What follows belongs to an exercise in optimizing a design on an open flow for small area, a short achievable clock period and few clock cycles; a production flow would make more cautious choices.
At most, simulation tests tie the RTL to the original design; equivalence was not proved.
Only the layout flow was run in runs 1, 2 and 4; the RTL was not checked for function there.

File: flow/run.sh
#!/bin/bash
# synth_recipe.tcl (not shown) runs the flow's synth.tcl, then flattens the netlist and writes it again
# the make line also repeats each setting of config.mk as NAME=value (left out here)
make -C /OpenROAD-flow-scripts/flow DESIGN_CONFIG=/design/flow/config.mk WORK_HOME=/design/flow/orfs CLKGATE_MAP_FILE= SYNTH_SCRIPT=/design/flow/synth_recipe.tcl finish
File: flow/config.mk
export PLATFORM = sky130hd
export DESIGN_NAME = JAM
export DESIGN_NICKNAME = JAM
export VERILOG_FILES = /design/flow/design.v
export SDC_FILE = /design/flow/constraint.sdc
export NUM_CORES = 4
export LEC_CHECK = 0
export CAP_MARGIN = 20
export CORE_MARGIN = 2
export CORE_UTILIZATION = 40
export SLEW_MARGIN = 20
File: flow/constraint.sdc
create_clock -name core_clock -period 5.0 [get_ports {CLK}]
set_input_delay 1.0000 -clock core_clock [delete_from_list [all_inputs] [get_ports {CLK}]]
set_output_delay 1.0000 -clock core_clock [all_outputs]
set_load 0.01 [all_outputs]
File: flow/design.v
module JAM (
input CLK,
input RST,
output [2:0] W,
output [2:0] J,
input [6:0] Cost,
output [3:0] MatchCount,
output [9:0] MinCost,
output Valid );
reg        dfs, done;    
reg        srt;          
reg        first;        
reg  [6:0] p;            
reg  [6:0] mn;           
reg  [6:0] bf [0:7];     
reg        addp;         
reg        addc;         
reg  [9:0] base;         
reg  [6:0] rm [0:7];     
reg  [6:0] cm [0:7];     
reg  [7:0] zc [0:7];     
reg  [2:0] row [0:7];    
reg  [7:0] sk;           
reg        sk0;          
reg  [7:0] wsr;          
reg        sw;           
reg  [3:0] zkr [0:7];    
reg  [6:0] R  [0:7];     
reg  [2:0] js [0:7];     
reg  [7:0] used;         
reg  [7:0] L;            
reg  [7:0] jo;           
reg  [7:0] zr_c, zr_ch, zr_p;    
reg  [7:0] bp;           
reg        ev;           
reg        st;           
reg        fix;          
reg [11:0] G;            
reg [11:0] Gq;           
reg [11:0] T;            
reg  [9:0] best;
reg  [3:0] cnt;
assign MinCost = best;
assign MatchCount = cnt;
assign Valid = done;
integer i;
function [12:0] fadd(input [11:0] a, input [11:0] b, input cin);
    reg [11:0] g, q, gg, pp, c;
    integer k, m;
    begin
        g = a & b;
        q = a ^ b;
        gg = g; pp = q;
        for (k = 1; k < 12; k = k * 2)
            for (m = 11; m >= k; m = m - 1) begin
                gg[m] = gg[m] | (pp[m] & gg[m-k]);
                pp[m] = pp[m] & pp[m-k];
            end
        c[0] = cin;
        for (m = 1; m < 12; m = m + 1) c[m] = gg[m-1] | (pp[m-1] & cin);
        fadd = {gg[11] | (pp[11] & cin), q ^ c};
    end
endfunction
function [7:0] lowbit(input [7:0] m);
    lowbit = m & (~m + 8'd1);
endfunction
function [2:0] enc(input [7:0] oh);
    enc = {|(oh & 8'hf0), |(oh & 8'hcc), |(oh & 8'haa)};
endfunction
function [7:0] above(input [7:0] oh);    
    integer k;
    begin
        above[0] = 1'b0;
        for (k = 1; k < 8; k = k + 1) above[k] = above[k-1] | oh[k-1];
    end
endfunction
wire [7:0] Lc   = {L[6:0], L[7]};
wire [7:0] Lp   = {L[0], L[7:1]};
wire [7:0] Lpp  = {L[1:0], L[7:2]};
wire [7:0] Lppp = {L[2:0], L[7:3]};
reg [6:0] rmc, rmch, rmp, rmpp, cmc, Rpp, Rppp;
reg [2:0] jpp, jppp, wc, wch, wp;
always @(*) begin
    rmc = 7'd0; rmch = 7'd0; rmp = 7'd0; rmpp = 7'd0; cmc = 7'd0; Rpp = 7'd0; Rppp = 7'd0;
    jpp = 3'd0; jppp = 3'd0; wc = 3'd0; wch = 3'd0; wp = 3'd0;
    for (i = 0; i < 8; i = i + 1) begin
        rmc  = rmc  | (rm[i] & {7{L[i]}});
        rmch = rmch | (rm[i] & {7{Lc[i]}});
        rmp  = rmp  | (rm[i] & {7{Lp[i]}});
        rmpp = rmpp | (rm[i] & {7{Lpp[i]}});
        cmc  = cmc  | (cm[i] & {7{jo[i]}});
        Rpp  = Rpp  | (R[i]  & {7{Lpp[i]}});
        Rppp = Rppp | (R[i]  & {7{Lppp[i]}});
        jppp = jppp | (js[i] & {3{Lppp[i]}});
        jpp  = jpp  | (js[i] & {3{Lpp[i]}});
        wc   = wc   | (row[i] & {3{L[i]}});
        wch  = wch  | (row[i] & {3{Lc[i]}});
        wp   = wp   | (row[i] & {3{Lp[i]}});
    end
end
wire [7:0] Lcc = {L[5:0], L[7:6]};
reg  [7:0] zr_cc, zr_pp, zr_ppp, zr_0, zr_1;          
always @(*) begin
    for (i = 0; i < 8; i = i + 1) begin
        zr_cc[i]  = |(zc[i] & Lcc);
        zr_pp[i]  = |(zc[i] & Lpp);
        zr_ppp[i] = |(zc[i] & Lppp);
        zr_0[i]   = zc[i][0];
        zr_1[i]   = zc[i][1];
    end
end
wire [7:0] bpp = 8'd1 << jpp;
wire [7:0] bppp = 8'd1 << jppp;
wire       red = ~dfs & ~done & ~srt;
wire       rdrow = ~p[6];                            
wire       lastpos = (p[2:0] == 3'd7);
wire [6:0] rmin = ((p[2:0] == 3'd0) | (Cost < mn)) ? Cost : mn;
wire [3:0] wq = p[6:3] - 4'd1;                       
wire [7:0] wqoh = 8'd1 << wq[2:0];
wire [6:0] x = bf[0] - rm[7];
wire       colinit = (wq == 4'd0);
wire       xlt = x < cm[0];
wire [6:0] cmn = (colinit | xlt) ? x : cm[0];
wire [7:0] zcn = (colinit | xlt) ? wqoh : ((x == cm[0]) ? (zc[0] | wqoh) : zc[0]);
wire [6:0] pa = p + {6'd0, ~first};                  
reg [3:0] zk [0:7];
reg [3:0] zcount [0:7];
reg [7:0] placed;
always @(*) begin
    placed[7] = 1'b0;
    for (i = 6; i >= 0; i = i - 1) placed[i] = placed[i+1] | sk[i+1];
    for (i = 0; i < 8; i = i + 1) begin
        zcount[i] = {3'd0, zc[0][i]} + {3'd0, zc[1][i]} + {3'd0, zc[2][i]} + {3'd0, zc[3][i]} +
                    {3'd0, zc[4][i]} + {3'd0, zc[5][i]} + {3'd0, zc[6][i]} + {3'd0, zc[7][i]};
        zk[i] = placed[i] ? 4'd15 : zkr[i];
    end
end
reg [7:0] tc [0:7];
reg [7:0] cand;
always @(*) begin
    for (i = 0; i < 8; i = i + 1)
        for (int c = 0; c < 8; c = c + 1)
            tc[c][i] = ~placed[i] & (zkr[i] <= c + 1);
    cand = tc[7];
    for (int c = 6; c >= 0; c = c - 1)
        if (|tc[c]) cand = tc[c];
end
wire [7:0] ws = wsr;                                 
reg  [6:0] rm_k, rm_w;
reg  [3:0] zk_k, zk_w;
reg  [2:0] row_k, row_w;
reg  [7:0] z_k, z_w;                                 
always @(*) begin
    rm_k = 7'd0; rm_w = 7'd0; row_k = 3'd0; row_w = 3'd0; zk_k = 4'd0; zk_w = 4'd0;
    for (i = 0; i < 8; i = i + 1) begin
        zk_k  = zk_k  | (zkr[i] & {4{sk[i]}});
        zk_w  = zk_w  | (zkr[i] & {4{ws[i]}});
        rm_k  = rm_k  | (rm[i]  & {7{sk[i]}});
        rm_w  = rm_w  | (rm[i]  & {7{ws[i]}});
        row_k = row_k | (row[i] & {3{sk[i]}});
        row_w = row_w | (row[i] & {3{ws[i]}});
    end
end
always @(*) begin
    for (i = 0; i < 8; i = i + 1) begin
        z_k[i] = |(zc[i] & sk);
        z_w[i] = |(zc[i] & ws);
    end
end
wire        phc = ~st & ~|(zr_c & jo);               
wire        php = ~|(zr_p & bp);
wire        sle = ~G[11];
wire        slt = (~G[11] & (|G)) | st;
wire        alp = ~Gq[11] & (|Gq);
wire        Tbig = ~T[11] & (|T[10:7]);
wire [12:0] te  = fadd({5'd0, T[6:0]}, {5'h1f, ~Cost}, 1'b1);    
wire [12:0] tt  = fadd({5'd0, T[6:0]}, {5'h1f, ~Cost}, 1'b0);    
wire        cle = Tbig | ~te[11];
wire        clt = Tbig | ~tt[11];
wire        le  = phc ? cle : sle;
wire        lt  = phc ? clt : slt;
wire [12:0] slx = fadd(T, {5'h1f, ~Cost}, 1'b1);     
wire [11:0] sl  = phc ? slx[11:0] : G;               
wire [12:0] vx  = fadd({2'b00, best}, ~sl, 1'b1);
wire [9:0]  v   = vx[9:0];                            
wire        leaf = L[7];
wire        lfe = ev & leaf;
wire        imp = lfe & lt;                           
wire [7:0] fch = ~used & ~jo;
wire [7:0] m0c = zr_ch & fch;
wire [7:0] m1c = ~zr_ch & fch;
wire       f0c = |m0c;
wire       f1c = |m1c;
wire [7:0] ohc = f0c ? lowbit(m0c) : lowbit(m1c);
wire       desc = ev & ~leaf & le & (f0c | (lt & f1c));
wire [7:0] acu = st ? 8'hff : above(jo);
wire [7:0] m0s = phc ? 8'd0 : (zr_c & ~used & acu);
wire [7:0] m1s = ~zr_c & ~used & (phc ? acu : 8'hff) & {8{slt}};
wire       f0s = |m0s;
wire       fs  = f0s | (|m1s);
wire [7:0] ohs = f0s ? lowbit(m0s) : lowbit(m1s);
wire [7:0] fpa = ~(used & ~bp);
wire [7:0] apa = above(bp);
wire [7:0] m0p = php ? 8'd0 : (zr_p & fpa & apa);
wire [7:0] m1p = ~zr_p & fpa & (php ? apa : 8'hff) & {8{alp}};
wire       f0p = |m0p;
wire       fp  = (f0p | (|m1p)) & ~L[0];
wire [7:0] ohp = f0p ? lowbit(m0p) : lowbit(m1p);
reg  [6:0] cmch, cmsb, cmpa;
always @(*) begin
    cmch = 7'd0; cmsb = 7'd0; cmpa = 7'd0;
    for (i = 0; i < 8; i = i + 1) begin
        cmch = cmch | (cm[i] & {7{ohc[i]}});
        cmsb = cmsb | (cm[i] & {7{ohs[i]}});
        cmpa = cmpa | (cm[i] & {7{ohp[i]}});
    end
end
wire [12:0] ocx   = fadd({5'd0, rmch}, {5'd0, cmch}, 1'b0);
wire [12:0] Tchx  = fadd(sl, ocx[11:0], 1'b0);        
wire [12:0] hcx   = fadd(G, {5'd0, rmc}, 1'b0);
wire [12:0] hpx   = fadd(Gq, {5'd0, rmp}, 1'b0);
wire [12:0] Tsbx  = fadd(hcx[11:0], {5'd0, cmsb}, 1'b0);
wire [12:0] Tpax  = fadd(hpx[11:0], {5'd0, cmpa}, 1'b0);
wire [12:0] gppx  = fadd(Gq, {5'd0, Rpp}, 1'b0);     
wire [12:0] gpppx = fadd(gppx[11:0], {5'd0, Rppp}, 1'b0);
wire [12:0] rnx   = fadd(G, ~sl, 1'b1);
wire [11:0] rnew  = rnx[11:0];                        
wire [11:0] g0    = {2'b00, best} - {2'b00, base};
wire [2:0] Wnc = !dfs ? pa[5:3] : (fs ? wc : wp);
wire [2:0] Jnc = !dfs ? pa[2:0] : enc(fs ? ohs : ohp);
assign W = desc ? wch : Wnc;
assign J = desc ? enc(ohc) : Jnc;
always @(posedge CLK) begin
    for (i = 0; i < 7; i = i + 1) bf[i] <= bf[i+1];
    bf[7] <= Cost;
    if (red) begin
        if (!first) begin
            for (i = 0; i < 7; i = i + 1) begin
                cm[i] <= cm[i+1]; zc[i] <= zc[i+1];
            end
            cm[7] <= cmn; zc[7] <= zcn;
        end
        if (rdrow) mn <= rmin;
        if (rdrow && lastpos) begin
            for (i = 0; i < 7; i = i + 1) rm[i] <= rm[i+1];
            rm[7] <= rmin;
        end
        for (i = 0; i < 8; i = i + 1) row[i] <= i;
    end else if (srt && sk0) begin
        for (i = 0; i < 8; i = i + 1) zkr[i] <= zcount[i];
    end else if (srt && sw) begin
        for (i = 0; i < 8; i = i + 1) begin
            if (ws[i]) begin
                rm[i] <= rm_k; row[i] <= row_k; zkr[i] <= zk_k;
                for (int j = 0; j < 8; j = j + 1) zc[j][i] <= z_k[j];
            end
            if (sk[i]) begin
                rm[i] <= rm_w; row[i] <= row_w; zkr[i] <= zk_w;
                for (int j = 0; j < 8; j = j + 1) zc[j][i] <= z_w[j];
            end
        end
    end else if (dfs && !fix) begin
        if (desc) begin
            for (i = 0; i < 8; i = i + 1) if (L[i]) R[i] <= rnew[6:0];
            for (i = 0; i < 8; i = i + 1) if (Lc[i]) js[i] <= enc(ohc);
        end else if (imp) begin
        end else if (fs) begin
            for (i = 0; i < 8; i = i + 1) if (L[i]) js[i] <= enc(ohs);
        end else if (fp) begin
            for (i = 0; i < 8; i = i + 1) if (Lp[i]) js[i] <= enc(ohp);
        end
    end
end
always @(posedge CLK or posedge RST) begin
    if (RST) begin
        dfs <= 1'b0; done <= 1'b0; srt <= 1'b0; first <= 1'b1; p <= 7'd0;
        addp <= 1'b0; addc <= 1'b0; base <= 10'd0; sk <= 8'd1; sk0 <= 1'b0; sw <= 1'b0; wsr <= 8'd0;
        L <= 8'd1; used <= 8'd0; jo <= 8'd0;
        ev <= 1'b0; st <= 1'b0; fix <= 1'b0;
        G <= 12'd0; Gq <= 12'd0; T <= 12'd0;
        zr_c <= 8'd0; zr_ch <= 8'd0; zr_p <= 8'd0; bp <= 8'd0;
        best <= 10'h3ff; cnt <= 4'd0;
    end else begin
    if (addp | addc) base <= base + {3'd0, addp ? mn : cm[7]};
    if (red) begin
        addp <= rdrow & lastpos;
        addc <= (wq == 4'd7) & ~first;
        first <= 1'b0;
        p <= pa;
        if (p == 7'd71) begin srt <= 1'b1; sk0 <= 1'b1; end
    end else if (srt) begin
        addp <= 1'b0; addc <= 1'b0;
        sk0 <= 1'b0;
        sw <= ~sw & ~sk0;
        wsr <= lowbit(cand);
        if (sw) sk <= {sk[6:0], sk[7]};
        if (sw && sk[6]) begin
            srt <= 1'b0; dfs <= 1'b1; st <= 1'b1;
            G <= g0;
            zr_c <= zr_0; zr_ch <= zr_1;
        end
    end else if (dfs && fix) begin
        fix <= 1'b0;
        Gq <= Gq - G;
    end else if (dfs) begin
        st <= 1'b0;
        fix <= imp;
        if (lfe) begin
            if (lt) begin best <= v; cnt <= 4'd1; end
            else if (le) cnt <= cnt + 4'd1;
        end
        if (desc) begin
            used <= used | jo;
            L <= Lc; jo <= ohc; ev <= 1'b1; bp <= jo;
            zr_p <= zr_c; zr_c <= zr_ch; zr_ch <= zr_cc;
            G <= sl; Gq <= G; T <= Tchx[11:0];
        end else if (imp) begin
            ev <= 1'b0; G <= sl;
        end else if (fs) begin
            jo <= ohs; ev <= 1'b1; T <= Tsbx[11:0];
        end else if (fp) begin
            used <= used & ~bp;
            L <= Lp; jo <= ohp; ev <= 1'b1; bp <= bpp;
            G <= Gq; Gq <= gppx[11:0]; T <= Tpax[11:0];
            zr_c <= zr_p; zr_ch <= zr_c; zr_p <= zr_pp;
        end else if (L[0] | L[1]) begin
            done <= 1'b1; dfs <= 1'b0;
        end else begin
            used <= used & ~bp & ~bpp;
            L <= Lpp; jo <= bpp; ev <= 1'b0; bp <= bppp;
            G <= gppx[11:0]; Gq <= gpppx[11:0];
            zr_c <= zr_pp; zr_ch <= zr_p; zr_p <= zr_ppp;
        end
    end
    end
end
endmodule
==> Flow_metrics.wiki, run 1 <==
{| class="wikitable"
! Metric !! Value
|-
| Final number of max-transition violations || 0
|-
| Wire length of the first global-routing pass || approximately 230,000 µm
|-
| Hold Path Stages || 0
|-
| Clock network latency to the later pin of the worst-skew pair || 0.65 ns
|-
| Count of endpoints failing hold in the final timing report || 0
|-
| DR WL/cell || 26.12 µm
|-
| Tcrit/Tclk final || 102.2%
|-
| Wire length reported by the detailed router || 153,500 µm
|-
| Largest net degree at the start of global routing || 243
|-
| Category of the critical setup timing path || flop to flop
|-
| Worst Path Max Fanout || 3
|-
| Worst min-delay path class || flop to flop
|-
| Headroom to the max-slew limit || around a third
|-
| Critical Path Start Type || flop
|-
| Total area of multi-input combinational cells || 0.02202 mm²
|-
| 1st-iter DRT viols || 5,880
|-
| Via count of the first global-routing pass || approximately 35,000
|-
| Post-detailed-route via-to-cell ratio || 6.495
|-
| Data arrival time of the critical path || 5.64 ns
|-
| Place WS || -0.6685 ns
|-
| Synthesized instance count || between 4,000 and 5,000
|-
| Count of distinct cell types in the synthesized netlist || 100
|-
| Detailed-placement wirelength estimate || between 100,000 and 150,000 µm
|-
| Overall via count from detail_route || ~38,000
|-
| GRT Resource Usage Total || a little over 30%
|-
| Total Die Area || 0.09725 mm²
|-
| Pin slew with the least headroom to its limit || 1.005 ns
|-
| 1st-pass router iterations || 10
|-
| Crit Reg-Reg Startpoint || st
|-
| Count of standard-cell rows || approximately 110
|-
| Worst min-delay path endpoint || bf[6][2]
|-
| Core area || 0.09361 mm²
|-
| Share of the synthesized area in the top cell type || 23.37%
|-
| Area after DPL || around 0.042 mm²
|-
| Core utilization of the finished layout || 47.73%
|-
| Cell type contributing the most total cell area after synthesis || sky130_fd_sc_hd__edfxtp_1
|-
| Area added between synthesis and finish || 17.86%
|-
| Remaining global-route overflow || 0
|-
| Number of nets with antenna violations after detailed routing || 0
|-
| Number of antenna violations at the first check in global routing || 3
|-
| X dimension of the die || around 310 µm
|-
| Number of warnings reported in the yosys synthesis log || 12
|-
| Number of synthesized register bits || 525
|-
| Port buffer count || 29
|-
| Fraction of final layout cells sized beyond drive strength 1 || 15.61%
|-
| RSZ-0062 raised after global routing || true
|-
| Top cells by area in the synthesized netlist || sky130_fd_sc_hd__edfxtp_1, sky130_fd_sc_hd__dfrtp_1, sky130_fd_sc_hd__a22oi_1
|-
| I/O pin count || 30
|-
| Worst hold path startpoint || bf[7][2]
|-
| Post-layout net count || roughly 4,800
|-
| Highest Clock Rate || 0.1958 GHz
|-
| Outcome || complete, but fails checks
|-
| Maximum number of buffers from clock root to sink || 3
|-
| Number of cells on the worst reg-to-reg path || 23
|-
| Failed layout checks || setup timing
|-
| Root Buffer Master || sky130_fd_sc_hd__clkbuf_16
|-
| Max-cap violations || 0
|-
| Minimum clock period || 5.108 ns
|-
| DR DRC count || 0
|-
| Clock slew seen by the registers of the worst setup and hold paths || about 0.070 ns
|-
| Floorplan die height || roughly 310 µm
|-
| H-tree lvl count || 3
|-
| Final RePlAce weighted congestion || 1.002
|-
| Synth async-reset ratio || between 20 and 30%
|-
| Number of clock buffers inserted by TritonCTS || 66
|-
| Number of enable flip-flop cells after synthesis || 295
|-
| Final setup skew || 0.03772 ns
|-
| Final worst-path setup slack || -0.1076 ns
|-
| Starting density of the core || between 40% and 50%
|-
| Clk sink count || about 530
|-
| Sequential element share of the synthesized area || 37.54%
|-
| Count of filler cells inserted in the layout || 8,950
|-
| Netlist Area Pre-Place || 0.03791 mm²
|-
| Top flip-flop cell by instance count after synthesis || sky130_fd_sc_hd__edfxtp_1
|-
| Summed area of non-filler cells in the final layout || approximately 0.045 mm²
|-
| Avg Inst Size Synth || 8.594 µm²
|-
| List of most frequent post-synthesis cells || sky130_fd_sc_hd__nand2_1, sky130_fd_sc_hd__a22oi_1, sky130_fd_sc_hd__o21ai_0
|-
| Worst Path Required || 5.53 ns
|-
| Area used by sequential logic in the layout || 0.01426 mm²
|-
| Setup-failing EPs final || 5
|-
| Minimum setup slack among reg-to-reg paths || -0.11 ns
|-
| Dominant cell by count in the synthesized netlist || sky130_fd_sc_hd__nand2_1
|-
| Clock tree from TritonCTS || yes
|-
| Critical Path Sink Type || flop
|-
| End of the worst register-to-register path || T[8]
|}
-- cells by family after synthesis --
| group | count (synthesis) | share of synthesized area, % |
|---|---|---|
| flip-flops | 525 | 37.54 |
| adder cells (fa/ha/maj) | 201 | 7.499 |
| multiplexers | 43 | 1.208 |
| AND/OR/NAND/NOR | 1313 | 16.24 |
| AO/OA/AOI/OAI | 1621 | 28.69 |
| other | 1 | 0.009892 |
| XOR/XNOR | 126 | 2.911 |
| buffers and inverters | 581 | 5.911 |
-- worst max path at each step --
stage                 start  endpoint  slack [ns]  cells after the start
floorplan           used[0]     T[11]       0.002                     26
global placement    Cost[0]      W[0]       -0.65                     13
detailed placement  Cost[5]      J[0]       -0.67                     15
CTS                      st     T[10]       -0.03                     22
global route          jo[7]      J[1]       -0.27                     17
finish                   st      T[8]       -0.11                     23
-- area by class of cell --
| type | instances | area share (%) |
|---|---|---|
| antenna | 2 | 0.01120 |
| clock buffer | 92 | 4.293 |
| clock inverter | 29 | 0.8570 |
| inverter | 220 | 1.857 |
| multi-input combinational | 3311 | 49.29 |
| sequential | 525 | 31.93 |
| tap | 1254 | 3.512 |
| timing repair buffer | 442 | 8.256 |
-- routing by layer --
layer | global-route usage (%) | part of all wire [%] | wire (µm)
met1 | 41.91 | 41 | 62600
met2 | 46.32 | 43 | 66330
met3 | 6.575 | 11 | 17320
met4 | 12.85 | 4.7 | 7190
met5 | 0 | 0.027 | 41
-- flip-flops by register name (all words and copies together) (netlist names), 10 cells and up --
name and cells:
row 24, cm 56, js 24, Gq 12, bf 56, rm 56, G 12, best 10
T 12, R 56, base 10, zkr 32, zc 64
-- worst max-delay path, stage by stage, from the launching register on --
cell and delay, ns:
sky130_fd_sc_hd__dfrtp_1 0.39, sky130_fd_sc_hd__or4_4 0.55, sky130_fd_sc_hd__or4_4 0.45, sky130_fd_sc_hd__nand3b_1 0.15, sky130_fd_sc_hd__a41oi_2 0.13, sky130_fd_sc_hd__a211o_4 0.34
sky130_fd_sc_hd__or4_4 0.46, sky130_fd_sc_hd__o22ai_4 0.22, sky130_fd_sc_hd__buf_6 0.14, sky130_fd_sc_hd__nand2_2 0.04, sky130_fd_sc_hd__nand4_1 0.14, sky130_fd_sc_hd__ha_2 0.22
sky130_fd_sc_hd__inv_2 0.04, sky130_fd_sc_hd__fa_2 0.36, sky130_fd_sc_hd__nor2b_1 0.13, sky130_fd_sc_hd__o21ai_1 0.08, sky130_fd_sc_hd__nand2b_1 0.11, sky130_fd_sc_hd__a21o_1 0.18
sky130_fd_sc_hd__a31o_4 0.18, sky130_fd_sc_hd__nand2_1 0.06, sky130_fd_sc_hd__xor2_1 0.16, sky130_fd_sc_hd__nor2_1 0.14, sky130_fd_sc_hd__a211oi_2 0.06, sky130_fd_sc_hd__o31a_1 0.25
-- what timing repair did --
item                                    CTS  global route
endpoints found under the setup margin   13            14
resized for setup                        70            83
setup buffers                            18            26
hold buffers                              0             0
pin swaps                                40            65
endpoints found under the hold margin     0             0
-- cell usage in the layout (no fill, tap or decap), types with 24 or more instances in the layout --
cell type / instances
sky130_fd_sc_hd__xnor2_1: 75
sky130_fd_sc_hd__a22oi_1: 448
sky130_fd_sc_hd__nand3_1: 59
sky130_fd_sc_hd__a222oi_1: 43
sky130_fd_sc_hd__a221oi_1: 28
sky130_fd_sc_hd__edfxtp_1: 295
sky130_fd_sc_hd__xor2_1: 50
sky130_fd_sc_hd__nor2b_1: 26
sky130_fd_sc_hd__ha_1: 152
sky130_fd_sc_hd__nor3_1: 75
sky130_fd_sc_hd__a31oi_1: 31
sky130_fd_sc_hd__dfrtp_1: 114
sky130_fd_sc_hd__dfxtp_1: 80
sky130_fd_sc_hd__o211ai_1: 85
sky130_fd_sc_hd__a22o_1: 25
sky130_fd_sc_hd__o21a_1: 24
sky130_fd_sc_hd__buf_4: 378
sky130_fd_sc_hd__fa_1: 41
sky130_fd_sc_hd__and4_1: 29
sky130_fd_sc_hd__a21o_1: 48
sky130_fd_sc_hd__o21ai_0: 371
sky130_fd_sc_hd__nand2_1: 518
sky130_fd_sc_hd__a21oi_1: 257
sky130_fd_sc_hd__nand2b_1: 33
sky130_fd_sc_hd__inv_1: 213
sky130_fd_sc_hd__a211oi_1: 41
sky130_fd_sc_hd__or3_1: 29
sky130_fd_sc_hd__clkbuf_16: 70
sky130_fd_sc_hd__nor2_1: 293
sky130_fd_sc_hd__nand4_1: 111
-- through the flow --
stage / hold WS [ns] / cells / TNS, ns
finish: 0.3230 / 5875 / -0.3761
global route: 0.3273 / 5873 / -1.869
CTS: 0.3242 / 5850 / -0.09880
floorplan: 0.3096 / 4417 / 0
detailed placement: 0.3121 / 5713 / -4.633
global placement: 0.3099 / 5713 / -3.205
==> inputs of run 2 (changes only) <==
--- a/flow/config.mk
+++ b/flow/config.mk
@@ -7,5 +7,6 @@
 export LEC_CHECK = 0
 export CAP_MARGIN = 20
 export CORE_MARGIN = 2
-export CORE_UTILIZATION = 40
+export CORE_UTILIZATION = 55
+export PLACE_DENSITY = 0.68
 export SLEW_MARGIN = 20
==> Flow_metrics.wiki, run 2 <==
{| class="wikitable"
! Metric !! Value
|-
| Outcome || complete, but fails checks (unchanged)
|-
| Failed layout checks || setup timing (unchanged)
|-
| Final setup skew || 0.06947 ns (was 0.03772 ns)
|-
| Number of cells on the worst reg-to-reg path || 22 (was 23)
|-
| Total Die Area || 0.07104 mm² (was 0.09725 mm²)
|-
| GRT Resource Usage Total || 40.58% (was 30.51%)
|-
| Worst Path Max Fanout || 10 (was 3)
|-
| Overall via count from detail_route || 38,180 (was 38,160)
|-
| Top cells by area in the synthesized netlist || sky130_fd_sc_hd__edfxtp_1, sky130_fd_sc_hd__dfrtp_1, sky130_fd_sc_hd__a22oi_1 (unchanged)
|-
| Wire length reported by the detailed router || 147,700 µm (was 153,500 µm)
|-
| Clock network latency to the later pin of the worst-skew pair || 0.68 ns (was 0.65 ns)
|-
| Number of enable flip-flop cells after synthesis || 295 (unchanged)
|-
| Floorplan die height || 266.5 µm (was 311.8 µm)
|-
| Stage delay of the slowest cell on the critical path || 0.56 ns (was 0.55 ns)
|-
| 1st-pass router iterations || 9 (was 10)
|-
| Count of endpoints failing hold in the final timing report || 0 (unchanged)
|-
| Clock slew seen by the registers of the worst setup and hold paths || 0.06 ns (was 0.07 ns)
|-
| Starting density of the core || 55.37% (was 40.50%)
|-
| Top flip-flop cell by instance count after synthesis || sky130_fd_sc_hd__edfxtp_1 (unchanged)
|-
| Maximum number of buffers from clock root to sink || 3 (unchanged)
|-
| Area after DPL || 0.04099 mm² (was 0.04153 mm²)
|-
| Hold Path Stages || 0 (unchanged)
|-
| Minimum clock period || 5.295 ns (was 5.108 ns)
|-
| Largest net degree at the start of global routing || 130 (was 243)
|-
| 1st-iter DRT viols || 6,151 (was 5,880)
|-
| Headroom to the max-slew limit || 24.27% (was 33.02%)
|-
| Core area || 0.06847 mm² (was 0.09361 mm²)
|-
| Worst Path Required || 4.00 ns (was 5.53 ns)
|-
| Tcrit/Tclk final || 105.9% (was 102.2%)
|-
| Category of the critical setup timing path || flop to output port (was flop to flop)
|-
| Detailed-placement wirelength estimate || 105,400 µm (was 108,000 µm)
|-
| Number of nets with antenna violations after detailed routing || 0 (unchanged)
|-
| Filler-free cell count of the finished design || 5,517 (was 5,875)
|-
| H-tree lvl count || 2 (was 3)
|-
| Netlist Area Pre-Place || 0.03791 mm² (unchanged)
|-
| Final number of max-transition violations || 0 (unchanged)
|-
| Summed area of non-filler cells in the final layout || 0.04390 mm² (was 0.04468 mm²)
|-
| Critical Path Sink Type || output port (was flop)
|-
| End of the worst register-to-register path || T[9] (was T[8])
|-
| Clk sink count || 525 (unchanged)
|-
| Port buffer count || 29 (unchanged)
|-
| Critical Path Start Type || flop (unchanged)
|-
| Remaining global-route overflow || 0 (unchanged)
|-
| Final RePlAce weighted congestion || 1.007 (was 1.002)
|-
| Post-layout net count || 4,793 (was 4,775)
|-
| Worst hold path startpoint || bf[1][3] (was bf[7][2])
|-
| Cell class contributing the biggest share of worst-path delay || buffers and inverters (was simple AND/OR/NAND/NOR gates)
|-
| Dominant cell by count in the synthesized netlist || sky130_fd_sc_hd__nand2_1 (unchanged)
|-
| Buffers plus inverters on the worst setup path || 7 (was 2)
|-
| Number of antenna violations at the first check in global routing || 2 (was 3)
|-
| Sum of negative setup slack || -1.360 ns (was -0.3761 ns)
|-
| RSZ-0062 raised after global routing || true (unchanged)
|-
| Synthesized instance count || 4,411 (unchanged)
|-
| Flip-flop count of the largest register after layout || 64 (unchanged)
|-
| Most used cells in the layout excluding fill and tap cells || sky130_fd_sc_hd__nand2_1, sky130_fd_sc_hd__a22oi_1, sky130_fd_sc_hd__buf_4, sky130_fd_sc_hd__o21ai_0, sky130_fd_sc_hd__nor2_1 (was sky130_fd_sc_hd__nand2_1, sky130_fd_sc_hd__a22oi_1, sky130_fd_sc_hd__buf_4, sky130_fd_sc_hd__o21ai_0, sky130_fd_sc_hd__edfxtp_1)
|-
| Diodes inserted || 0 (was 2)
|-
| Register with the most flip-flops || zc (unchanged)
|-
| Wire length of the first global-routing pass || 220,900 µm (was 228,700 µm)
|-
| Area added between synthesis and finish || 15.82% (was 17.86%)
|-
| I/O pin count || 30 (unchanged)
|-
| List of most frequent post-synthesis cells || sky130_fd_sc_hd__nand2_1, sky130_fd_sc_hd__a22oi_1, sky130_fd_sc_hd__o21ai_0 (unchanged)
|-
| Share of the synthesized area in the top cell type || 23.37% (unchanged)
|-
| Synth async-reset ratio || 28.57% (unchanged)
|-
| Cell total after placement || 5,352 (was 5,713)
|-
| Highest Clock Rate || 0.1889 GHz (was 0.1958 GHz)
|-
| DR WL/cell || 26.77 µm (was 26.12 µm)
|-
| Count of standard-cell rows || 96 (was 112)
|-
| Worst min-delay path endpoint || bf[0][3] (was bf[6][2])
|-
| Data arrival time of the critical path || 4.30 ns (was 5.64 ns)
|-
| Fraction of final layout cells sized beyond drive strength 1 || 15.60% (was 15.61%)
|-
| Cells along the critical path || buf_4, a22oi_2, buf_4, and4_1, a211oi_2, nor4b_4, buf_4, a21oi_4, nor4_4, buf_4, nor2_4, o211ai_1, buf_4, o221ai_2, o21ai_1, buf_4, buf_6 (was or4_4, or4_4, nand3b_1, a41oi_2, a211o_4, or4_4, o22ai_4, buf_6, nand2_2, nand4_1, ha_2, inv_2, fa_2, nor2b_1, o21ai_1, nand2b_1, a21o_1, a31o_4, nand2_1, xor2_1, nor2_1, a211oi_2, o31a_1)
|-
| Clock tree from TritonCTS || yes (unchanged)
|-
| Number of clock buffers inserted by TritonCTS || 60 (was 66)
|-
| Count of distinct cell types in the synthesized netlist || 100 (unchanged)
|-
| CP most frequent cell || sky130_fd_sc_hd__buf_4 (was sky130_fd_sc_hd__or4_4)
|-
| Final worst-path setup slack || -0.2951 ns (was -0.1076 ns)
|-
| Cell type contributing the most total cell area after synthesis || sky130_fd_sc_hd__edfxtp_1 (unchanged)
|-
| Crit Reg-Reg Startpoint || st (unchanged)
|-
| Post-detailed-route via-to-cell ratio || 6.920 (was 6.495)
|-
| Sequential element share of the synthesized area || 37.54% (unchanged)
|-
| Most common cell after layout, fill and taps aside || sky130_fd_sc_hd__nand2_1 (unchanged)
|-
| Avg Inst Size Synth || 8.594 µm² (unchanged)
|-
| Setup-failing EPs final || 10 (was 5)
|-
| Slowest library cell on the worst path || sky130_fd_sc_hd__nor4_4 (was sky130_fd_sc_hd__or4_4)
|-
| X dimension of the die || 266.5 µm (was 311.8 µm)
|-
| Number of synthesized register bits || 525 (unchanged)
|-
| Root Buffer Master || sky130_fd_sc_hd__clkbuf_16 (unchanged)
|-
| Count of filler cells inserted in the layout || 5,777 (was 8,950)
|-
| Max-cap violations || 0 (unchanged)
|-
| Minimum setup slack among reg-to-reg paths || -0.15 ns (was -0.11 ns)
|-
| Place WS || -0.6444 ns (was -0.6685 ns)
|-
| Number of warnings reported in the yosys synthesis log || 12 (unchanged)
|-
| DR DRC count || 0 (unchanged)
|-
| Via count of the first global-routing pass || 35,930 (was 35,340)
|-
| Worst min-delay path class || flop to flop (unchanged)
|-
| Number of buffers inserted for hold repair after clock tree synthesis || 0 (unchanged)
|-
| Pin slew with the least headroom to its limit || 1.136 ns (was 1.005 ns)
|}
run 2: changes by cell type in the layout (fill, tap and decap cells not counted), moves of 4 or more:
cell and change:
sky130_fd_sc_hd__buf_4 +37, sky130_fd_sc_hd__buf_12 -17, sky130_fd_sc_hd__clkbuf_16 -7, sky130_fd_sc_hd__dfrtp_1 +6, sky130_fd_sc_hd__buf_6 +5, sky130_fd_sc_hd__dfrtp_2 -5, sky130_fd_sc_hd__a211oi_1 +4, sky130_fd_sc_hd__bufinv_16 -4
sky130_fd_sc_hd__inv_4 +4, sky130_fd_sc_hd__nor2_1 +4, sky130_fd_sc_hd__nor3b_1 -4
run 2: cells by family (layout without fill, tap and decap cells):
| family | count (synthesis) | in the layout | share of synthesized area [%] |
|---|---|---|---|
| xor+xnor | 126 | 126 | 2.911 |
| mux | 43 | 43 | 1.208 |
| compound gates | 1621 | 1621 | 28.69 |
| other cells | 1 | 7 | 0.009892 |
| buf+inv | 581 | 799 | 5.911 |
| fa+ha+maj | 201 | 201 | 7.499 |
| simple gates | 1313 | 1313 | 16.24 |
| flops | 525 | 525 | 37.54 |
run 2: per-layer routing:
metal  vias to the layer above  routed length, µm  track usage (%)
met5                         -                 32           0.3465
met4                         4               9843            22.05
met3                       645              16500            8.682
met2                      2634              65520            63.48
met1                     17950              55810            52.54
li1                      16950                  -                -
run 2: repair_timing:
action                     4_1_cts  5_1_grt
setup buffers                   40       21
setup endpoints to repair       12       24
resized for setup               80       65
gates cloned                     0        0
pin swaps                       48       61
run 2: worst max-delay path by stage:
stage,start,depth (start not counted),slack (ns),to
final,jo[3],17,-0.30,J[1]
after global routing,jo[6],17,-0.40,J[1]
after global placement,Cost[6],14,-0.53,J[0]
after detailed placement,Cost[6],13,-0.64,J[0]
after floorplan,used[0],26,0.002,T[11]
after CTS,st,21,-0.16,T[11]
run 2: layout make-up:
cell class | count | area [µm²] | share of cell area (%)
clock buffers | 86 | 1743 | 3.970
clock inverters | 27 | 272.8 | 0.6213
inverters | 220 | 829.5 | 1.889
multi-input cells | 3311 | 22030 | 50.18
flip-flops and latches | 525 | 14250 | 32.46
well taps | 882 | 1104 | 2.514
repair buffers | 466 | 3672 | 8.364
run 2: metrics by stage:
stage | utilization, % | hold slack (ns)
finish | 64.12 | 0.3203
CTS | 63.58 | 0.3220
global placement | 59.88 | 0.3097
detailed placement | 59.88 | 0.3121
global route | 64.12 | 0.3291
floorplan | - | 0.3096
==> inputs of run 3 (changes only) <==
--- a/flow/design.v
+++ b/flow/design.v
@@ -32,6 +32,7 @@
 reg  [7:0] jo;           
 reg  [7:0] zr_c, zr_ch, zr_p;    
 reg  [7:0] bp;           
+reg        phc;          
 reg        ev;           
 reg        st;           
 reg        fix;          
@@ -67,6 +68,15 @@
 function [2:0] enc(input [7:0] oh);
     enc = {|(oh & 8'hf0), |(oh & 8'hcc), |(oh & 8'haa)};
 endfunction
+function [7:0] after(input [7:0] oh);    
+    integer k;
+    reg [7:0] le;
+    begin
+        le[7] = oh[7];
+        for (k = 6; k >= 0; k = k - 1) le[k] = le[k+1] | oh[k];
+        after = ~le;
+    end
+endfunction
 function [7:0] above(input [7:0] oh);    
     integer k;
     begin
@@ -167,10 +177,9 @@
         z_w[i] = |(zc[i] & ws);
     end
 end
-wire        phc = ~st & ~|(zr_c & jo);               
 wire        php = ~|(zr_p & bp);
 wire        sle = ~G[11];
-wire        slt = (~G[11] & (|G)) | st;
+wire        slt = ~G[11] & (|G);
 wire        alp = ~Gq[11] & (|Gq);
 wire        Tbig = ~T[11] & (|T[10:7]);
 wire [12:0] te  = fadd({5'd0, T[6:0]}, {5'h1f, ~Cost}, 1'b1);    
@@ -193,7 +202,7 @@
 wire       f1c = |m1c;
 wire [7:0] ohc = f0c ? lowbit(m0c) : lowbit(m1c);
 wire       desc = ev & ~leaf & le & (f0c | (lt & f1c));
-wire [7:0] acu = st ? 8'hff : above(jo);
+wire [7:0] acu = after(jo);
 wire [7:0] m0s = phc ? 8'd0 : (zr_c & ~used & acu);
 wire [7:0] m1s = ~zr_c & ~used & (phc ? acu : 8'hff) & {8{slt}};
 wire       f0s = |m0s;
@@ -278,7 +287,7 @@
         L <= 8'd1; used <= 8'd0; jo <= 8'd0;
         ev <= 1'b0; st <= 1'b0; fix <= 1'b0;
         G <= 12'd0; Gq <= 12'd0; T <= 12'd0;
-        zr_c <= 8'd0; zr_ch <= 8'd0; zr_p <= 8'd0; bp <= 8'd0;
+        zr_c <= 8'd0; zr_ch <= 8'd0; zr_p <= 8'd0; bp <= 8'd0; phc <= 1'b0;
         best <= 10'h3ff; cnt <= 4'd0;
     end else begin
     if (addp | addc) base <= base + {3'd0, addp ? mn : cm[7]};
@@ -298,6 +307,7 @@
             srt <= 1'b0; dfs <= 1'b1; st <= 1'b1;
             G <= g0;
             zr_c <= zr_0; zr_ch <= zr_1;
+            jo <= 8'd0; phc <= 1'b0;
         end
     end else if (dfs && fix) begin
         fix <= 1'b0;
@@ -311,23 +321,23 @@
         end
         if (desc) begin
             used <= used | jo;
-            L <= Lc; jo <= ohc; ev <= 1'b1; bp <= jo;
+            L <= Lc; jo <= ohc; ev <= 1'b1; bp <= jo; phc <= ~f0c;
             zr_p <= zr_c; zr_c <= zr_ch; zr_ch <= zr_cc;
             G <= sl; Gq <= G; T <= Tchx[11:0];
         end else if (imp) begin
             ev <= 1'b0; G <= sl;
         end else if (fs) begin
-            jo <= ohs; ev <= 1'b1; T <= Tsbx[11:0];
+            jo <= ohs; ev <= 1'b1; T <= Tsbx[11:0]; phc <= ~f0s;
         end else if (fp) begin
             used <= used & ~bp;
-            L <= Lp; jo <= ohp; ev <= 1'b1; bp <= bpp;
+            L <= Lp; jo <= ohp; ev <= 1'b1; bp <= bpp; phc <= ~f0p;
             G <= Gq; Gq <= gppx[11:0]; T <= Tpax[11:0];
             zr_c <= zr_p; zr_ch <= zr_c; zr_p <= zr_pp;
         end else if (L[0] | L[1]) begin
             done <= 1'b1; dfs <= 1'b0;
         end else begin
             used <= used & ~bp & ~bpp;
-            L <= Lpp; jo <= bpp; ev <= 1'b0; bp <= bppp;
+            L <= Lpp; jo <= bpp; ev <= 1'b0; bp <= bppp; phc <= ~|(zr_pp & bpp);
             G <= gppx[11:0]; Gq <= gpppx[11:0];
             zr_c <= zr_pp; zr_ch <= zr_p; zr_p <= zr_ppp;
         end
--- a/flow/config.mk
+++ b/flow/config.mk
@@ -7,6 +7,5 @@
 export LEC_CHECK = 0
 export CAP_MARGIN = 20
 export CORE_MARGIN = 2
-export CORE_UTILIZATION = 55
-export PLACE_DENSITY = 0.68
+export CORE_UTILIZATION = 40
 export SLEW_MARGIN = 20
==> Flow_metrics.wiki, run 3 <==
{| class="wikitable"
! Metric !! Value
|-
| Outcome || no timing/DRC/antenna violations (was complete, but fails checks)
|-
| Worst hold path startpoint || bf[1][0] (was bf[1][3])
|-
| X dimension of the die || 313.9 µm (was 266.5 µm)
|-
| Fraction of final layout cells sized beyond drive strength 1 || 15.40% (was 15.60%)
|-
| Headroom to the max-slew limit || 23.11% (was 24.27%)
|-
| Starting density of the core || 40.43% (was 55.37%)
|-
| Post-detailed-route via-to-cell ratio || 6.565 (was 6.920)
|-
| Number of cells on the worst reg-to-reg path || 24 (was 22)
|-
| List of most frequent post-synthesis cells || sky130_fd_sc_hd__a22oi_1, sky130_fd_sc_hd__nand2_1, sky130_fd_sc_hd__o21ai_0 (was sky130_fd_sc_hd__nand2_1, sky130_fd_sc_hd__a22oi_1, sky130_fd_sc_hd__o21ai_0)
|-
| Netlist Area Pre-Place || 0.03841 mm² (was 0.03791 mm²)
|-
| Largest net degree at the start of global routing || 91 (was 130)
|-
| DR WL/cell || 26.84 µm (was 26.77 µm)
|-
| Hold Path Stages || 0 (unchanged)
|-
| Final number of max-transition violations || 0 (unchanged)
|-
| Final RePlAce weighted congestion || 1.019 (was 1.007)
|-
| Maximum number of buffers from clock root to sink || 3 (unchanged)
|-
| Synth async-reset ratio || 28.57% (unchanged)
|-
| Count of endpoints failing hold in the final timing report || 0 (unchanged)
|-
| Place WS || -0.6127 ns (was -0.6444 ns)
|-
| Met2 global-route usage || 46.55% (was 63.48%)
|-
| Register with the most flip-flops || zc (unchanged)
|-
| Via count of the first global-routing pass || 35,710 (was 35,930)
|-
| Area added between synthesis and finish || 16.77% (was 15.82%)
|-
| Top flip-flop cell by instance count after synthesis || sky130_fd_sc_hd__edfxtp_1 (unchanged)
|-
| Clock network latency to the later pin of the worst-skew pair || 0.67 ns (was 0.68 ns)
|-
| Highest Clock Rate || 0.2021 GHz (was 0.1889 GHz)
|-
| Met3 track demand over resource in global routing || 7.250% (was 8.682%)
|-
| Minimum setup slack among reg-to-reg paths || 0.15 ns (was -0.15 ns)
|-
| Layer with the highest usage after global routing || met2 (unchanged)
|-
| Worst Path Max Fanout || 6 (was 10)
|-
| Detailed-placement wirelength estimate || 114,700 µm (was 105,400 µm)
|-
| Max-cap violations || 0 (unchanged)
|-
| Most used cells in the layout excluding fill and tap cells || sky130_fd_sc_hd__a22oi_1, sky130_fd_sc_hd__nand2_1, sky130_fd_sc_hd__buf_4, sky130_fd_sc_hd__o21ai_0, sky130_fd_sc_hd__nor2_1 (was sky130_fd_sc_hd__nand2_1, sky130_fd_sc_hd__a22oi_1, sky130_fd_sc_hd__buf_4, sky130_fd_sc_hd__o21ai_0, sky130_fd_sc_hd__nor2_1)
|-
| Number of enable flip-flop cells after synthesis || 295 (unchanged)
|-
| Number of antenna violations at the first check in global routing || 8 (was 2)
|-
| GR met1 Demand/Resource || 43.81% (was 52.54%)
|-
| Final setup skew || 0.02046 ns (was 0.06947 ns)
|-
| Wire length reported by the detailed router || 158,300 µm (was 147,700 µm)
|-
| Root Buffer Master || sky130_fd_sc_hd__clkbuf_16 (unchanged)
|-
| Count of distinct cell types in the synthesized netlist || 105 (was 100)
|-
| Number of nets with antenna violations after detailed routing || 0 (unchanged)
|-
| Port buffer count || 29 (unchanged)
|-
| Final worst-path setup slack || 0.05228 ns (was -0.2951 ns)
|-
| Core area || 0.09501 mm² (was 0.06847 mm²)
|-
| Flip-flop count of the largest register after layout || 64 (unchanged)
|-
| Most common cell after layout, fill and taps aside || sky130_fd_sc_hd__a22oi_1 (was sky130_fd_sc_hd__nand2_1)
|-
| End of the worst register-to-register path || T[10] (was T[9])
|-
| Data arrival time of the critical path || 3.95 ns (was 4.30 ns)
|-
| Wire length of the first global-routing pass || 234,900 µm (was 220,900 µm)
|-
| Number of warnings reported in the yosys synthesis log || 12 (unchanged)
|-
| Minimum clock period || 4.948 ns (was 5.295 ns)
|-
| Crit Reg-Reg Startpoint || zr_ch[3] (was st)
|-
| Avg Inst Size Synth || 8.682 µm² (was 8.594 µm²)
|-
| Synthesized instance count || 4,424 (was 4,411)
|-
| Clock tree from TritonCTS || yes (unchanged)
|-
| Crit path launch || bp[2] (was jo[3])
|-
| Clock slew seen by the registers of the worst setup and hold paths || 0.06 ns (about the same)
|-
| Count of filler cells inserted in the layout || 9,167 (was 5,777)
|-
| Setup-failing EPs final || 0 (was 10)
|-
| Number of clock buffers inserted by TritonCTS || 61 (was 60)
|-
| Number of synthesized register bits || 525 (unchanged)
|-
| Worst min-delay path endpoint || bf[0][0] (was bf[0][3])
|-
| 1st-iter DRT viols || 6,255 (was 6,151)
|-
| 1st-pass router iterations || 13 (was 9)
|-
| Number of buffers inserted for hold repair after clock tree synthesis || 0 (unchanged)
|-
| Worst Path Required || 4.00 ns (about the same)
|-
| Remaining global-route overflow || 0 (unchanged)
|-
| DR DRC count || 0 (unchanged)
|-
| Floorplan die height || 313.9 µm (was 266.5 µm)
|-
| Worst min-delay path class || flop to flop (unchanged)
|-
| Count of standard-cell rows || 113 (was 96)
|-
| RSZ-0062 raised after global routing || true (unchanged)
|-
| Total Die Area || 0.09852 mm² (was 0.07104 mm²)
|-
| Overall via count from detail_route || 38,720 (was 38,180)
|-
| I/O pin count || 30 (unchanged)
|-
| GRT Resource Usage Total || 31.20% (was 40.58%)
|-
| Sum of negative setup slack || 0 ns (was -1.360 ns)
|-
| Critical Path Start Type || flop (unchanged)
|-
| Cell type contributing the most total cell area after synthesis || sky130_fd_sc_hd__edfxtp_1 (unchanged)
|-
| Category of the critical setup timing path || flop to output port (unchanged)
|-
| Pin slew with the least headroom to its limit || 1.141 ns (was 1.136 ns)
|-
| Share of the synthesized area in the top cell type || 23.06% (was 23.37%)
|-
| H-tree lvl count || 2 (unchanged)
|-
| Dominant cell by count in the synthesized netlist || sky130_fd_sc_hd__a22oi_1 (was sky130_fd_sc_hd__nand2_1)
|-
| Critical Path Sink Type || output port (unchanged)
|-
| Top cells by area in the synthesized netlist || sky130_fd_sc_hd__edfxtp_1, sky130_fd_sc_hd__a22oi_1, sky130_fd_sc_hd__dfrtp_1 (was sky130_fd_sc_hd__edfxtp_1, sky130_fd_sc_hd__dfrtp_1, sky130_fd_sc_hd__a22oi_1)
|-
| Clk sink count || 525 (unchanged)
|-
| Sequential element share of the synthesized area || 37.05% (was 37.54%)
|-
| Tcrit/Tclk final || 98.95% (was 105.9%)
|-
| Post-layout net count || 4,787 (was 4,793)
|}
## run 3: cells by family after synthesis
kind of cell	Yosys count	synth area share [%]
AO/OA/AOI/OAI	1698	29.77
AND/OR/NAND/NOR	1219	15.14
buffers and inverters	588	5.925
flip-flops	525	37.05
adder cells (fa/ha/maj)	200	7.375
XOR/XNOR	124	2.828
multiplexers	69	1.906
other	1	0.009763
## run 3: through the flow
stage | area (µm²) | util [%] | cells | hold slack (ns)
global route | 44840 | 47.20 | 5896 | 0.3302
floorplan | 38480 | - | 4430 | 0.3096
finish | 44850 | 47.20 | 5898 | 0.3230
global placement | 42200 | 44.41 | 5757 | 0.3103
CTS | 44460 | 46.80 | 5883 | 0.3254
detailed placement | 42200 | 44.41 | 5757 | 0.3121
## run 3: routing by layer
layer  wire, µm  vias to the layer above
li1           -                    17080
met1      64740                    18530
met2      67450                     2627
met3      19190                      477
met4       6857                        8
met5         53                        -
## run 3: layout make-up
cell class                      count  area, µm²  share of cell area (%)
Clock buffer                       78       1673                   3.730
Inverter                          219      825.8                   1.841
Clock inverter                     38      434.2                  0.9681
Antenna cell                        2      5.005                 0.01116
Sequential cell                   525      14250                   31.77
Tap cell                         1265       1583                   3.529
Multi-Input combinational cell   3317      22430                   50.00
Timing Repair Buffer              454       3654                   8.146
## run 3: timing repair
action	in CTS	in global routing
endpoints found under the setup margin	8	11
gates resized for setup	38	74
endpoints found under the hold margin	0	0
pin swaps	11	47
buffers inserted	11	14
## run 3: critical path, cell delays in order, from the launching register on
cell and delay (ns):
sky130_fd_sc_hd__dfrtp_1 0.38, sky130_fd_sc_hd__or4_4 0.58, sky130_fd_sc_hd__or3_4 0.35, sky130_fd_sc_hd__and3b_4 0.22
sky130_fd_sc_hd__o31a_1 0.37, sky130_fd_sc_hd__or3b_4 0.44, sky130_fd_sc_hd__o32ai_4 0.18, sky130_fd_sc_hd__buf_4 0.19
sky130_fd_sc_hd__a21oi_2 0.08, sky130_fd_sc_hd__o2111a_1 0.16, sky130_fd_sc_hd__a22oi_1 0.19, sky130_fd_sc_hd__buf_2 0.17
## run 3: how the worst max path moves through the flow
stage	end	slack, ns	cells past startpoint
final	J[2]	0.05	11
after global routing	T[10]	-0.04	24
after CTS	J[2]	-0.007	11
after detailed placement	J[2]	-0.61	14
after global placement	J[2]	-0.55	14
after floorplan	T[10]	-0.004	24
Testbench counts of run 3, summed over its fixed seeds: cycles 2,472.
==> inputs of run 4 (changes only) <==
--- a/flow/design.v
+++ b/flow/design.v
@@ -33,6 +33,8 @@
 reg  [7:0] zr_c, zr_ch, zr_p;    
 reg  [7:0] bp;           
 reg        phc;          
+reg  [7:0] ac;           
+reg  [7:0] ap;           
 reg        ev;           
 reg        st;           
 reg        fix;          
@@ -202,14 +204,14 @@
 wire       f1c = |m1c;
 wire [7:0] ohc = f0c ? lowbit(m0c) : lowbit(m1c);
 wire       desc = ev & ~leaf & le & (f0c | (lt & f1c));
-wire [7:0] acu = after(jo);
+wire [7:0] acu = ac;
 wire [7:0] m0s = phc ? 8'd0 : (zr_c & ~used & acu);
 wire [7:0] m1s = ~zr_c & ~used & (phc ? acu : 8'hff) & {8{slt}};
 wire       f0s = |m0s;
 wire       fs  = f0s | (|m1s);
 wire [7:0] ohs = f0s ? lowbit(m0s) : lowbit(m1s);
 wire [7:0] fpa = ~(used & ~bp);
-wire [7:0] apa = above(bp);
+wire [7:0] apa = ap;
 wire [7:0] m0p = php ? 8'd0 : (zr_p & fpa & apa);
 wire [7:0] m1p = ~zr_p & fpa & (php ? apa : 8'hff) & {8{alp}};
 wire       f0p = |m0p;
@@ -287,7 +289,7 @@
         L <= 8'd1; used <= 8'd0; jo <= 8'd0;
         ev <= 1'b0; st <= 1'b0; fix <= 1'b0;
         G <= 12'd0; Gq <= 12'd0; T <= 12'd0;
-        zr_c <= 8'd0; zr_ch <= 8'd0; zr_p <= 8'd0; bp <= 8'd0; phc <= 1'b0;
+        zr_c <= 8'd0; zr_ch <= 8'd0; zr_p <= 8'd0; bp <= 8'd0; phc <= 1'b0; ac <= 8'd0; ap <= 8'd0;
         best <= 10'h3ff; cnt <= 4'd0;
     end else begin
     if (addp | addc) base <= base + {3'd0, addp ? mn : cm[7]};
@@ -307,7 +309,7 @@
             srt <= 1'b0; dfs <= 1'b1; st <= 1'b1;
             G <= g0;
             zr_c <= zr_0; zr_ch <= zr_1;
-            jo <= 8'd0; phc <= 1'b0;
+            jo <= 8'd0; phc <= 1'b0; ac <= 8'hff;
         end
     end else if (dfs && fix) begin
         fix <= 1'b0;
@@ -322,15 +324,18 @@
         if (desc) begin
             used <= used | jo;
             L <= Lc; jo <= ohc; ev <= 1'b1; bp <= jo; phc <= ~f0c;
+            ac <= after(ohc); ap <= ac;
             zr_p <= zr_c; zr_c <= zr_ch; zr_ch <= zr_cc;
             G <= sl; Gq <= G; T <= Tchx[11:0];
         end else if (imp) begin
             ev <= 1'b0; G <= sl;
         end else if (fs) begin
             jo <= ohs; ev <= 1'b1; T <= Tsbx[11:0]; phc <= ~f0s;
+            ac <= after(ohs);
         end else if (fp) begin
             used <= used & ~bp;
             L <= Lp; jo <= ohp; ev <= 1'b1; bp <= bpp; phc <= ~f0p;
+            ac <= after(ohp); ap <= after(bpp);
             G <= Gq; Gq <= gppx[11:0]; T <= Tpax[11:0];
             zr_c <= zr_p; zr_ch <= zr_c; zr_p <= zr_pp;
         end else if (L[0] | L[1]) begin
@@ -338,6 +343,7 @@
         end else begin
             used <= used & ~bp & ~bpp;
             L <= Lpp; jo <= bpp; ev <= 1'b0; bp <= bppp; phc <= ~|(zr_pp & bpp);
+            ac <= after(bpp); ap <= after(bppp);
             G <= gppx[11:0]; Gq <= gpppx[11:0];
             zr_c <= zr_pp; zr_ch <= zr_p; zr_p <= zr_ppp;
         end
==> Flow_metrics.wiki, run 4 <==
{| class="wikitable"
! Metric !! Value
|-
| Synthesized instance count || 4,495 (was 4,424)
|-
| Area used by sequential logic in the layout || 0.01467 mm² (was 0.01425 mm²)
|-
| Clk sink count || 541 (was 525)
|-
| Max-cap violations || 0 (unchanged)
|-
| Number of cells on the worst reg-to-reg path || 24 (unchanged)
|-
| Data arrival time of the critical path || 3.93 ns (was 3.95 ns)
|-
| Number of synthesized register bits || 541 (was 525)
|-
| I/O pin count || 30 (unchanged)
|-
| Dominant cell by count in the synthesized netlist || sky130_fd_sc_hd__nand2_1 (was sky130_fd_sc_hd__a22oi_1)
|-
| Worst min-delay path class || flop to flop (unchanged)
|-
| Worst Path Max Fanout || 5 (was 6)
|-
| End of the worst register-to-register path || T[10] (unchanged)
|-
| Worst hold path startpoint || bf[4][2] (was bf[1][0])
|-
| Netlist Area Pre-Place || 0.03881 mm² (was 0.03841 mm²)
|-
| Number of warnings reported in the yosys synthesis log || 12 (unchanged)
|-
| Highest Clock Rate || 0.2028 GHz (was 0.2021 GHz)
|-
| RSZ-0062 raised after global routing || true (unchanged)
|-
| Clock tree from TritonCTS || yes (unchanged)
|-
| Number of nets with antenna violations after detailed routing || 0 (unchanged)
|-
| Critical Path Start Type || input port (was flop)
|-
| Top flip-flop cell by instance count after synthesis || sky130_fd_sc_hd__edfxtp_1 (unchanged)
|-
| Total area of multi-input combinational cells || 0.02244 mm² (was 0.02243 mm²)
|-
| Floorplan die height || 315.5 µm (was 313.9 µm)
|-
| Cell type contributing the most total cell area after synthesis || sky130_fd_sc_hd__edfxtp_1 (unchanged)
|-
| Pin slew with the least headroom to its limit || 1.050 ns (was 1.141 ns)
|-
| Root Buffer Master || sky130_fd_sc_hd__clkbuf_16 (unchanged)
|-
| Most used cells in the layout excluding fill and tap cells || sky130_fd_sc_hd__nand2_1, sky130_fd_sc_hd__a22oi_1, sky130_fd_sc_hd__buf_4, sky130_fd_sc_hd__nor2_1, sky130_fd_sc_hd__o21ai_0 (was sky130_fd_sc_hd__a22oi_1, sky130_fd_sc_hd__nand2_1, sky130_fd_sc_hd__buf_4, sky130_fd_sc_hd__o21ai_0, sky130_fd_sc_hd__nor2_1)
|-
| Wire length of the first global-routing pass || 239,500 µm (was 234,900 µm)
|-
| Post-layout net count || 4,848 (was 4,787)
|-
| Flip-flop count of the largest register after layout || 64 (unchanged)
|-
| Register with the most flip-flops || zc (unchanged)
|-
| Count of distinct cell types in the synthesized netlist || 103 (was 105)
|-
| DR WL/cell || 27.22 µm (was 26.84 µm)
|-
| Outcome || no timing/DRC/antenna violations (unchanged)
|-
| Number of antenna violations at the first check in global routing || 3 (was 8)
|-
| Synth async-reset ratio || 30.68% (was 28.57%)
|-
| Post-detailed-route via-to-cell ratio || 6.579 (was 6.565)
|-
| Hold Path Stages || 0 (unchanged)
|-
| Clock network latency to the later pin of the worst-skew pair || 0.64 ns (was 0.67 ns)
|-
| Crit Reg-Reg Startpoint || jo[0] (was zr_ch[3])
|-
| Wire length reported by the detailed router || 162,500 µm (was 158,300 µm)
|-
| Detailed-placement wirelength estimate || 116,100 µm (was 114,700 µm)
|-
| Cell total after placement || 5,824 (was 5,757)
|-
| H-tree lvl count || 3 (was 2)
|-
| Top cells by area in the synthesized netlist || sky130_fd_sc_hd__edfxtp_1, sky130_fd_sc_hd__dfrtp_1, sky130_fd_sc_hd__a22oi_1 (was sky130_fd_sc_hd__edfxtp_1, sky130_fd_sc_hd__a22oi_1, sky130_fd_sc_hd__dfrtp_1)
|-
| Count of endpoints failing hold in the final timing report || 0 (unchanged)
|-
| X dimension of the die || 315.5 µm (was 313.9 µm)
|-
| Number of clock buffers inserted by TritonCTS || 67 (was 61)
|-
| Setup-failing EPs final || 0 (unchanged)
|-
| Fraction of final layout cells sized beyond drive strength 1 || 14.90% (was 15.40%)
|-
| Count of standard-cell rows || 114 (was 113)
|-
| Critical Path Sink Type || output port (unchanged)
|-
| 1st-pass router iterations || 9 (was 13)
|-
| Final RePlAce weighted congestion || 0.9951 (was 1.019)
|-
| Headroom to the max-slew limit || 29.60% (was 23.11%)
|-
| Most common cell after layout, fill and taps aside || sky130_fd_sc_hd__nand2_1 (was sky130_fd_sc_hd__a22oi_1)
|-
| Starting density of the core || 40.25% (was 40.43%)
|-
| Worst Path Required || 4.00 ns (about the same)
|-
| Worst min-delay path endpoint || bf[3][2] (was bf[0][0])
|-
| Tcrit/Tclk final || 98.63% (was 98.95%)
|-
| Category of the critical setup timing path || input port to output port (was flop to output port)
|-
| Overall via count from detail_route || 39,270 (was 38,720)
|-
| Maximum number of buffers from clock root to sink || 3 (unchanged)
|-
| Minimum setup slack among reg-to-reg paths || 0.14 ns (was 0.15 ns)
|-
| DR DRC count || 0 (unchanged)
|-
| Share of the synthesized area in the top cell type || 22.83% (was 23.06%)
|-
| Avg Inst Size Synth || 8.634 µm² (was 8.682 µm²)
|-
| Largest net degree at the start of global routing || 156 (was 91)
|-
| Count of filler cells inserted in the layout || 9,329 (was 9,167)
|-
| Final setup skew || 0.03850 ns (was 0.02046 ns)
|-
| Port buffer count || 29 (unchanged)
|-
| Number of buffers inserted for hold repair after clock tree synthesis || 0 (unchanged)
|-
| Area added between synthesis and finish || 16.76% (was 16.77%)
|-
| List of most frequent post-synthesis cells || sky130_fd_sc_hd__nand2_1, sky130_fd_sc_hd__a22oi_1, sky130_fd_sc_hd__nor2_1 (was sky130_fd_sc_hd__a22oi_1, sky130_fd_sc_hd__nand2_1, sky130_fd_sc_hd__o21ai_0)
|-
| Sum of negative setup slack || 0 ns (unchanged)
|-
| Clock slew seen by the registers of the worst setup and hold paths || 0.06 ns (about the same)
|-
| Number of enable flip-flop cells after synthesis || 295 (unchanged)
|-
| Minimum clock period || 4.932 ns (was 4.948 ns)
|-
| Filler-free cell count of the finished design || 5,969 (was 5,898)
|-
| Total Die Area || 0.09953 mm² (was 0.09852 mm²)
|-
| Final number of max-transition violations || 0 (unchanged)
|-
| 1st-iter DRT viols || 6,445 (was 6,255)
|-
| Remaining global-route overflow || 0 (unchanged)
|-
| Sequential element share of the synthesized area || 37.70% (was 37.05%)
|-
| Via count of the first global-routing pass || 35,940 (was 35,710)
|-
| GRT Resource Usage Total || 31.76% (was 31.20%)
|-
| Core area || 0.09642 mm² (was 0.09501 mm²)
|}
[run 4: cell count changes in the layout (fill, tap and decap cells not counted), sizes merged, moves of 22 or more]
cell and change:
nand4 -27, a211oi +32, nand3 +47, a22oi -34, nor2 +45, o21ai -22
nand2 +45
[run 4: repair_timing]
action                                  in CTS  in global routing
setup buffers                                9                 13
gates resized for setup                     42                 85
pin swaps                                   13                 30
endpoints found under the setup margin      10                 12
[run 4: cell type report]
cell class	count	share of cell area (%)
Tap cell	1276	3.523
Multi-Input combinational cell	3374	49.51
Timing Repair Buffer	441	7.756
Inverter	214	1.781
Clock inverter	23	0.5964
Antenna cell	1	0.005522
Clock buffer	99	4.448
Sequential cell	541	32.38
[run 4: metal layers]
layer | vias to the layer above | track usage, % | part of all wire (%)
met5 | - | 0 | 0.0080
met4 | 2 | 13.79 | 5.0
met3 | 455 | 6.841 | 12
met2 | 2694 | 46.11 | 42
met1 | 18930 | 45.34 | 41
li1 | 17190 | - | -
[run 4: through the flow]
stage | instance area [µm²] | hold WS (ns) | worst slack, ns | utilization (%)
2_1_floorplan | 38870 | 0.3096 | -0.09202 | -
3_3_place_gp | 42380 | 0.3100 | -0.5486 | 43.95
3_5_place_dp | 42380 | 0.3121 | -0.5682 | 43.95
4_1_cts | 44890 | 0.3231 | 0.00004707 | 46.55
5_1_grt | 45310 | 0.3279 | -0.1311 | 46.99
6_report | 45310 | 0.3195 | 0.06833 | 46.99
[run 4: cell families after synthesis]
family	after synthesis	share of synthesized area, %
AOI/OAI and AO/OA	1657	28.82
xor gates and xnor gates	133	3.002
adders and majority gates	200	7.299
buffers and inverters	586	5.803
DFF	541	37.70
muxes	53	1.444
other	1	0.009663
and+or+nand+nor	1324	15.92
[run 4: how the worst max path moves through the flow]
stage / slack [ns] / endpoint / start / cells past startpoint
after floorplan: -0.09 / Gq[9] / L[4] / 25
after global routing: -0.13 / T[10] / jo[1] / 27
after detailed placement: -0.57 / W[1] / Cost[4] / 13
after CTS: 0.00005 / T[10] / zr_ch[0] / 22
after global placement: -0.55 / W[2] / Cost[2] / 13
final: 0.07 / J[0] / Cost[4] / 14
[run 4: worst max-delay path: stages]
cell                              delay (ns)
sky130_fd_sc_hd__clkdlybuf4s50_1        0.49
sky130_fd_sc_hd__inv_1                  0.09
sky130_fd_sc_hd__ha_1                   0.32
sky130_fd_sc_hd__a21o_1                 0.19
sky130_fd_sc_hd__a21o_1                 0.23
sky130_fd_sc_hd__a211oi_4               0.33
sky130_fd_sc_hd__buf_12                 0.16
sky130_fd_sc_hd__nor4b_4                0.05
sky130_fd_sc_hd__a21boi_4               0.21
sky130_fd_sc_hd__buf_4                  0.15
sky130_fd_sc_hd__buf_4                  0.13
sky130_fd_sc_hd__o31a_1                 0.29
sky130_fd_sc_hd__o21ai_1                0.13
sky130_fd_sc_hd__buf_2                  0.15

==> static timing again, ports no longer ideal <==
The flow's constraints put no driver on any port. The routed layouts listed below were extracted and timed again, unchanged, in two steps.
Step 1 sets driving cells, clkbuf_16 on the clock port and buf_2 on the other inputs (assumed; they add their load-dependent delay and slew).
Step 2 adds t to the input delays and takes it off the output delays; t is the mean of the earliest and latest rising clock arrival at the registers after step 1. Input paths then give back, and output paths get back, about the clock's delay inside the block.
Slacks: ideal / step 1 / step 2; pairs: ideal / step 1.
run	shift t [ns]	setup WS [ns]	clock arrival spread, ns	worst register clock-pin slew, ns	pins driven straight from the clock port
run 1	0.704	-0.108 / -0.146 / -0.108	0.038 / 0.037	0.07 / 0.07	1
run 2	0.717	-0.295 / -0.364 / -0.313	0.076 / 0.076	0.07 / 0.07	1
run 3	0.728	0.052 / -0.019 / -0.174	0.023 / 0.022	0.07 / 0.07	1
run 4	0.696	0.068 / 0.040 / -0.157	0.041 / 0.042	0.07 / 0.07	1
Met with ideal ports but missed after step 2: setup timing in run 3 and run 4. The setup slack of run 3, which loses most, moves by -0.071 ns with the drivers and by -0.226 ns with both steps.
